This design comes from an exercise in tuning for small area, a short achievable clock period and few clock cycles per item on the open sky130 flow, not from production work.
In this exercise RTL edits were held to simulation tests only and were not proved equivalent to the original.

Setup of lane 1:
// SHA1_hash
module SHA1_hash (
	clk,
	nreset,
	start_hash,
	message_addr,
	message_size,
	hash,
	done,
	port_A_data_in,
	port_A_data_out,
	port_A_addr,
	port_A_we
	);
For scale: about 3,000 cells after synthesis, about 36,000 µm² of cells after synthesis.
Settings: LEC_CHECK=0, CAP_MARGIN=20, CORE_MARGIN=2, CORE_UTILIZATION=45, CTS_CLUSTER_DIAMETER=70, CTS_CLUSTER_SIZE=34, PLACE_DENSITY=0.6, SETUP_SLACK_MARGIN=3.7, SLEW_MARGIN=20, SYNTH_HIERARCHICAL=1, SYNTH_MINIMUM_KEEP_SIZE=0; clock period 6.3 ns.
standard.sh (not shown) runs the stock make flow with config.mk's settings and CLKGATE_MAP_FILE= SYNTH_SCRIPT=/design/flow/synth_recipe.tcl, a recipe that flattens the netlist after the stock synthesis.
==> flow/flow/run.sh <==
#!/bin/bash
# The standard layout, with the port buffers made as buf_1 cells instead of
# the resizer's default choice (a delay buffer). Full output in standard.log.
set -e
export BUFFER_PORTS_ARGS="-buffer_cell sky130_fd_sc_hd__buf_1"
bash standard.sh > standard.log 2>&1
Lane 1 finished every stage and its layout cleared the timing, design-rule and antenna checks.
Testbench counts of lane 1, summed over its fixed seeds: cycles 68,472, messages 96.
For lane 2, these inputs were changed with respect to lane 1:
- SETUP_SLACK_MARGIN now 3.9, was 3.7
==> run summary <==
Going from lane 1 to lane 2, final area grows by 2800 µm². The fill cell total of the finished layout in lane 2 was lower than what lane 1 gave. Lane 2 vs. lane 1: first-pass GRT wire length went up by 3.3%. Looking only at maximum frequency from static timing analysis, and setting everything else aside, the higher value of lane 2 and lane 1 goes to lane 2. [lane 2 vs lane 1] final routed wirelength across all metal layers: higher in lane 2. Lower post-route clock period utilization goes to lane 2 over lane 1. There was hardly any difference in number of well-tap cells placed between lane 1 and lane 2.
The following lists how lane 3 was set up differently from lane 2:
- swapping 0.6 for 0.72 in PLACE_DENSITY
- swapping 3.9 for 3.6 in SETUP_SLACK_MARGIN
Notes after the runs:
Lane 2 ended up with met4 as its top routing layer in use; lane 3 ended up with met5.
[compare] base=lane 2 new=lane 3: total of plain and repair buffers excluding clock buffers decreased 293; final critical-path required period increased 0.13 ns; sum of routed wire length over all layers decreased 15 mm.
Compared to lane 2, lane 3 leaves more free space in the core.
Against lane 2, highest clock rate in lane 3 fell by a few percent.
Input-level comparison between lane 4 and lane 3:
- PLACE_DENSITY now 0.6, was 0.72
==> flow/flow/run.sh <==
#!/bin/bash
# The standard layout, with the port buffers made as buf_2 cells instead of
# the resizer's default choice (a delay buffer). Full output in standard.log.
set -e
export BUFFER_PORTS_ARGS="-buffer_cell sky130_fd_sc_hd__buf_2"
bash standard.sh > standard.log 2>&1
==> run summary <==
- Lane 4: PASS, flow complete, no timing, DRC or antenna violations
- Comparing the two runs side by side, lane 4 comes out ahead of lane 3 on setup slack after placement.
- Row insertion delay of the later-clocked pin in the worst-skew pair: lane 4 higher / lane 3 lower
- Run comparison: lane 4 library cell contributing the largest single delay on the critical path edfxtp_1; lane 3 library cell contributing the largest single delay on the critical path dfxtp_2
- In lane 4 the overall fraction of global-route tracks in use turned out 2.2 points higher than in lane 3.
- Against lane 3, the final cell area of lane 4 is higher.


The RTL this note starts from:
==> flow/design.v <==
module SHA1_hash (
	clk,
	nreset,
	start_hash,
	message_addr,
	message_size,
	hash,
	done,
	port_A_data_in,
	port_A_data_out,
	port_A_addr,
	port_A_we
	);
input          clk;
input          nreset;
input          start_hash;
input  [31:0]  message_addr;
input  [31:0]  message_size;
output [159:0] hash;
output         done;
output [31:0]  port_A_data_in;
input  [31:0]  port_A_data_out;
output [15:0]  port_A_addr;
output         port_A_we;
reg         busy, done, first;
reg  [6:0]  p;
reg         isT1, isT12, cld, rot, memsel, adinc, is15;
reg         fch, fpar, fmaj;
reg         k0, k1, k2, k3;
reg         xiv, x30, xa, nfirst;
reg  [2:0]  ivi;
reg  [31:0] A, B, C, D, F, J;
reg  [31:0] H0, H1, H2, H3, H4;
reg  [511:0] W;              
reg  [13:0] addr;
reg  [7:0]  wc;              
reg         over;            
reg  [1:0]  sz;              
reg  [3:0]  blk;             
assign port_A_we      = 1'b0;
assign port_A_data_in = 32'h0;
assign port_A_addr    = {addr, 2'b00};
assign hash           = {H0, H1, H2, H3, H4};
wire start_go = start_hash & ~busy;
wire [6:0] pinc = (p == 7'd81) ? 7'd0 : p + 7'd1;
wire [6:0] rf   = pinc - 7'd1;       
function [1:0] rng;
	input [6:0] q;
	rng = (q < 20) ? 2'd0 : (q < 40) ? 2'd1 : (q < 60) ? 2'd2 : 2'd3;
endfunction
always @(posedge clk) begin
	if (start_go) begin
		p      <= 7'd78;
		isT1   <= 1'b0;
		isT12  <= 1'b0;
		cld    <= 1'b0;
		rot    <= 1'b1;
		x30    <= 1'b0;
		memsel <= 1'b0;
		adinc  <= 1'b0;
		is15   <= 1'b0;
		fch    <= 1'b0;
		fpar   <= 1'b1;
		fmaj   <= 1'b0;
		k0     <= 1'b0;
		k1     <= 1'b0;
		k2     <= 1'b0;
		k3     <= 1'b1;
		xiv    <= 1'b1;
		xa     <= 1'b0;
		nfirst <= 1'b0;
		ivi    <= 3'd4;
	end else begin
		p      <= pinc;
		isT1   <= (pinc == 7'd0);
		isT12  <= (pinc <= 7'd1);
		cld    <= (pinc == 7'd81) || (pinc == 7'd0);
		rot    <= (pinc >= 7'd78) || (pinc == 7'd0);
		x30    <= !(first && !isT1) && (pinc >= 7'd78) && (pinc <= 7'd80);
		memsel <= (pinc <= 7'd15);
		adinc  <= (pinc == 7'd81) || (pinc <= 7'd14);
		is15   <= (pinc == 7'd15);
		fch    <= (rng(rf) == 2'd0);
		fpar   <= (rng(rf) == 2'd1) || (rng(rf) == 2'd3);
		fmaj   <= (rng(rf) == 2'd2);
		k0     <= (rng(rf) == 2'd0);
		k1     <= (rng(rf) == 2'd1);
		k2     <= (rng(rf) == 2'd2);
		k3     <= (rng(rf) == 2'd3);
		xiv    <= first && !isT1;
		xa     <= !(first && !isT1) && ((pinc == 7'd81) || (pinc == 7'd0));
		nfirst <= !(first && !isT1);
		ivi    <= (pinc == 7'd0) ? 3'd0 : (pinc == 7'd81) ? 3'd1 :
		          (pinc == 7'd80) ? 3'd2 : (pinc == 7'd79) ? 3'd3 : 3'd4;
	end
end
wire [6:0] nbs = message_size[9:3] + 7'd1;    
always @(posedge clk or negedge nreset) begin
	if (!nreset) begin
		busy <= 1'b0;
		done <= 1'b0;
	end else if (start_go) begin
		busy <= 1'b1;
		done <= 1'b0;
	end else if (busy && isT1 && !first && blk == 4'd0) begin
		busy <= 1'b0;
		done <= 1'b1;
	end
end
always @(posedge clk) begin
	if (start_go) begin
		first <= 1'b1;
		blk   <= nbs[6:3];
	end else if (isT1) begin
		first <= 1'b0;
		if (!first && blk != 4'd0)
			blk <= blk - 4'd1;
	end
end
always @(posedge clk) begin
	if (start_go)
		addr <= message_addr[15:2];
	else if (adinc)
		addr <= addr + 14'd1;
end
always @(posedge clk) begin
	if (start_go) begin
		wc   <= message_size[9:2];
		over <= 1'b0;
		sz   <= message_size[1:0];
	end else if (memsel) begin
		if (wc == 8'd0)
			over <= 1'b1;
		else
			wc <= wc - 8'd1;
	end
end
wire [31:0] mbe = {port_A_data_out[7:0], port_A_data_out[15:8],
                   port_A_data_out[23:16], port_A_data_out[31:24]};
reg  [31:0] mmask, mpad;
always @* begin
	if (over) begin
		mmask = 32'h0;
		mpad  = 32'h0;
	end else if (wc == 8'd0) begin
		case (sz)
			2'd0: begin mmask = 32'h00000000; mpad = 32'h80000000; end
			2'd1: begin mmask = 32'hff000000; mpad = 32'h00800000; end
			2'd2: begin mmask = 32'hffff0000; mpad = 32'h00008000; end
			default: begin mmask = 32'hffffff00; mpad = 32'h00000080; end
		endcase
	end else begin
		mmask = 32'hffffffff;
		mpad  = 32'h0;
	end
end
wire        islen = is15 && blk == 4'd0;
wire [31:0] wlen  = islen ? {19'd0, message_size[9:0], 3'd0} : 32'h0;
wire [31:0] wmem  = (mbe & mmask) | mpad | wlen;
wire [31:0] wx  = W[447:416] ^ W[287:256] ^ W[95:64] ^ W[31:0];
wire [31:0] wnw = memsel ? wmem : {wx[30:0], wx[31]};
always @(posedge clk)
	W <= {wnw, W[511:32]};
wire [31:0] Cr = {B[1:0], B[31:2]};            
reg [31:0] Kv, IVv;
always @* begin
	Kv = ({32{k0}} & 32'h5a827999) | ({32{k1}} & 32'h6ed9eba1) |
	     ({32{k2}} & 32'h8f1bbcdc) | ({32{k3}} & 32'hca62c1d6);
	case (ivi)
		3'd0:    IVv = 32'h67452301;
		3'd1:    IVv = 32'hefcdab89;
		3'd2:    IVv = 32'h98badcfe;
		3'd3:    IVv = 32'h10325476;
		default: IVv = 32'hc3d2e1f0;
	endcase
end
wire [31:0] fv = ({32{fch}}  & ((A & Cr) | (~A & C))) |
                 (({32{fpar}} & A) ^ ({32{fpar}} & Cr) ^ ({32{fpar}} & C)) |
                 ({32{fmaj}} & ((A & Cr) | (A & C) | (Cr & C)));
wire [31:0] Xv   = ({32{xiv}} & IVv) | ({32{x30}} & {A[1:0], A[31:2]}) | ({32{xa}} & A);
wire [31:0] Hop  = {32{nfirst}} & H4;
wire [31:0] hsum, Anew, Jn;
sha1_add32 u_hadd (.a(Hop), .b(Xv), .s(hsum));
sha1_add3  u_aadd (.a({A[26:0], A[31:27]}), .b(F), .c(J), .s(Anew));
sha1_add3  u_jadd (.a(D), .b(Kv), .c(W[511:480]), .s(Jn));
always @(posedge clk) begin
	A <= isT12 ? H0 : Anew;
	B <= isT1 ? {H1[29:0], H1[31:30]} : A;
	C <= cld ? H2 : Cr;
	D <= C;
	F <= fv;
	J <= Jn;
end
always @(posedge clk) begin
	if (busy && rot) begin
		H0 <= hsum;
		H1 <= H0;
		H2 <= H1;
		H3 <= H2;
		H4 <= H3;
	end
end
endmodule
module sha1_add3 (a, b, c, s);
input  [31:0] a, b, c;
output [31:0] s;
wire [31:0] cs, cc;
sha1_xor3 u_s (.a(a), .b(b), .c(c), .y(cs));
sha1_maj  u_c (.a(a), .b(b), .c(c), .y(cc));
sha1_add32 u_add (.a(cs), .b({cc[30:0], 1'b0}), .s(s));
endmodule
module sha1_add32 (a, b, s);
input  [31:0] a, b;
output [31:0] s;
wire [31:0] g0, p0, g1, g2, g3, g4, g5;
wire [31:2] p1;
wire [31:4] p2;
wire [31:8] p3;
wire [31:16] p4;
sha1_and #(32) u_g (.a(a), .b(b), .y(g0));
sha1_xor #(32) u_p (.a(a), .b(b), .y(p0));
assign g1[0] = g0[0];
sha1_ao  #(31) u_g1 (.g(g0[31:1]),  .p(p0[31:1]),  .c(g0[30:0]), .y(g1[31:1]));
sha1_and #(30) u_p1 (.a(p0[31:2]),  .b(p0[30:1]),  .y(p1[31:2]));
assign g2[1:0] = g1[1:0];
sha1_ao  #(30) u_g2 (.g(g1[31:2]),  .p(p1[31:2]),  .c(g1[29:0]), .y(g2[31:2]));
sha1_and #(28) u_p2 (.a(p1[31:4]),  .b(p1[29:2]),  .y(p2[31:4]));
assign g3[3:0] = g2[3:0];
sha1_ao  #(28) u_g3 (.g(g2[31:4]),  .p(p2[31:4]),  .c(g2[27:0]), .y(g3[31:4]));
sha1_and #(24) u_p3 (.a(p2[31:8]),  .b(p2[27:4]),  .y(p3[31:8]));
assign g4[7:0] = g3[7:0];
sha1_ao  #(24) u_g4 (.g(g3[31:8]),  .p(p3[31:8]),  .c(g3[23:0]), .y(g4[31:8]));
sha1_and #(16) u_p4 (.a(p3[31:16]), .b(p3[23:8]),  .y(p4[31:16]));
assign g5[15:0] = g4[15:0];
sha1_ao  #(16) u_g5 (.g(g4[31:16]), .p(p4[31:16]), .c(g4[15:0]), .y(g5[31:16]));
assign s[0] = p0[0];
sha1_xor #(31) u_s (.a(p0[31:1]), .b(g5[30:0]), .y(s[31:1]));
endmodule
module sha1_and (a, b, y);
parameter N = 32;
input  [N-1:0] a, b;
output [N-1:0] y;
assign y = a & b;
endmodule
module sha1_xor (a, b, y);
parameter N = 32;
input  [N-1:0] a, b;
output [N-1:0] y;
assign y = a ^ b;
endmodule
module sha1_ao (g, p, c, y);
parameter N = 32;
input  [N-1:0] g, p, c;
output [N-1:0] y;
assign y = g | (p & c);
endmodule
module sha1_xor3 (a, b, c, y);
input  [31:0] a, b, c;
output [31:0] y;
assign y = a ^ b ^ c;
endmodule
module sha1_maj (a, b, c, y);
input  [31:0] a, b, c;
output [31:0] y;
assign y = (a & b) | (a & c) | (b & c);
endmodule
clock: 6.3 ns
lec_check: 0
cap_margin: 20
core_margin: 2
core_utilization: 65
place_density: 0.75
setup_slack_margin: 3.6
slew_margin: 20
synth_hierarchical: 1
synth_minimum_keep_size: 0
run.sh (not shown) runs the stock make flow with config.mk's settings and CLKGATE_MAP_FILE= SYNTH_SCRIPT=/design/flow/synth_recipe.tcl, a recipe that flattens the netlist after the stock synthesis.
Stock flow here: none of the scripts above is used.
The baseline completed without violations.
Testbench counts at the start, summed over its fixed seeds: cycles 68,472, messages 96.
Next try:
- CORE_UTILIZATION: 65 -> 45
- PLACE_DENSITY: 0.75 -> 0.6
Area after synthesis does not change.
Setup slack improves by 0.28 ns.
Register-to-register slack is better by 0.28 ns.
Core utilization came out lower by 24 points.
Die area grows by about 44%.
Worst hold slack loses 0.0077 ns.
Sequential share of layout area goes down by 0.61 points.
Critical path depth does not change.
Routed wire length decreases by 12%.
Design area rises by 1.5%.

## what the ideal ports hide
The results above use ideal ports. As a check the final layouts listed here were re-extracted and re-timed, cells and wires unchanged. Step 1: set_driving_cell puts a clkbuf_16 on clk and a buf_2 on each other input, an assumption about the parent block. Step 2, shift: input delay + t, output delay - t, t = (earliest + latest rising clock arrival at the registers) / 2. This alone moves slack from input paths to output paths. Three values: ideal, step 1, step 2; two values: the first two.
| run | t (ns) | setup slack, ns | hold slack, ns | worst data-port slew with drivers (ns) |
|---|---|---|---|---|
| lane 1 | 0.696 | 3.684 / 3.656 / 3.524 | 0.308 / 0.308 / 0.308 | 0.06 |
| lane 2 | 0.698 | 3.714 / 3.655 / 3.481 | 0.320 / 0.320 / 0.320 | 0.05 |
| lane 3 | 0.670 | 3.580 / 3.580 / 3.517 | 0.327 / 0.327 / 0.327 | 0.08 |
| lane 4 | 0.693 | 3.648 / 3.575 / 3.288 | 0.323 / 0.323 / 0.323 | 0.05 |
| the first run of note 2 | 0.712 | 3.192 / 3.192 / 3.169 | 0.323 / 0.323 / 0.323 | 0.05 |
| the second run of note 2 | 0.718 | 3.471 / 3.471 / 3.059 | 0.316 / 0.316 / 0.316 | 0.05 |
After both steps every run listed still meets setup and hold. For the second run of note 2, which loses most, drivers alone change the setup slack by 0.000 ns; drivers and shift together by -0.412 ns.
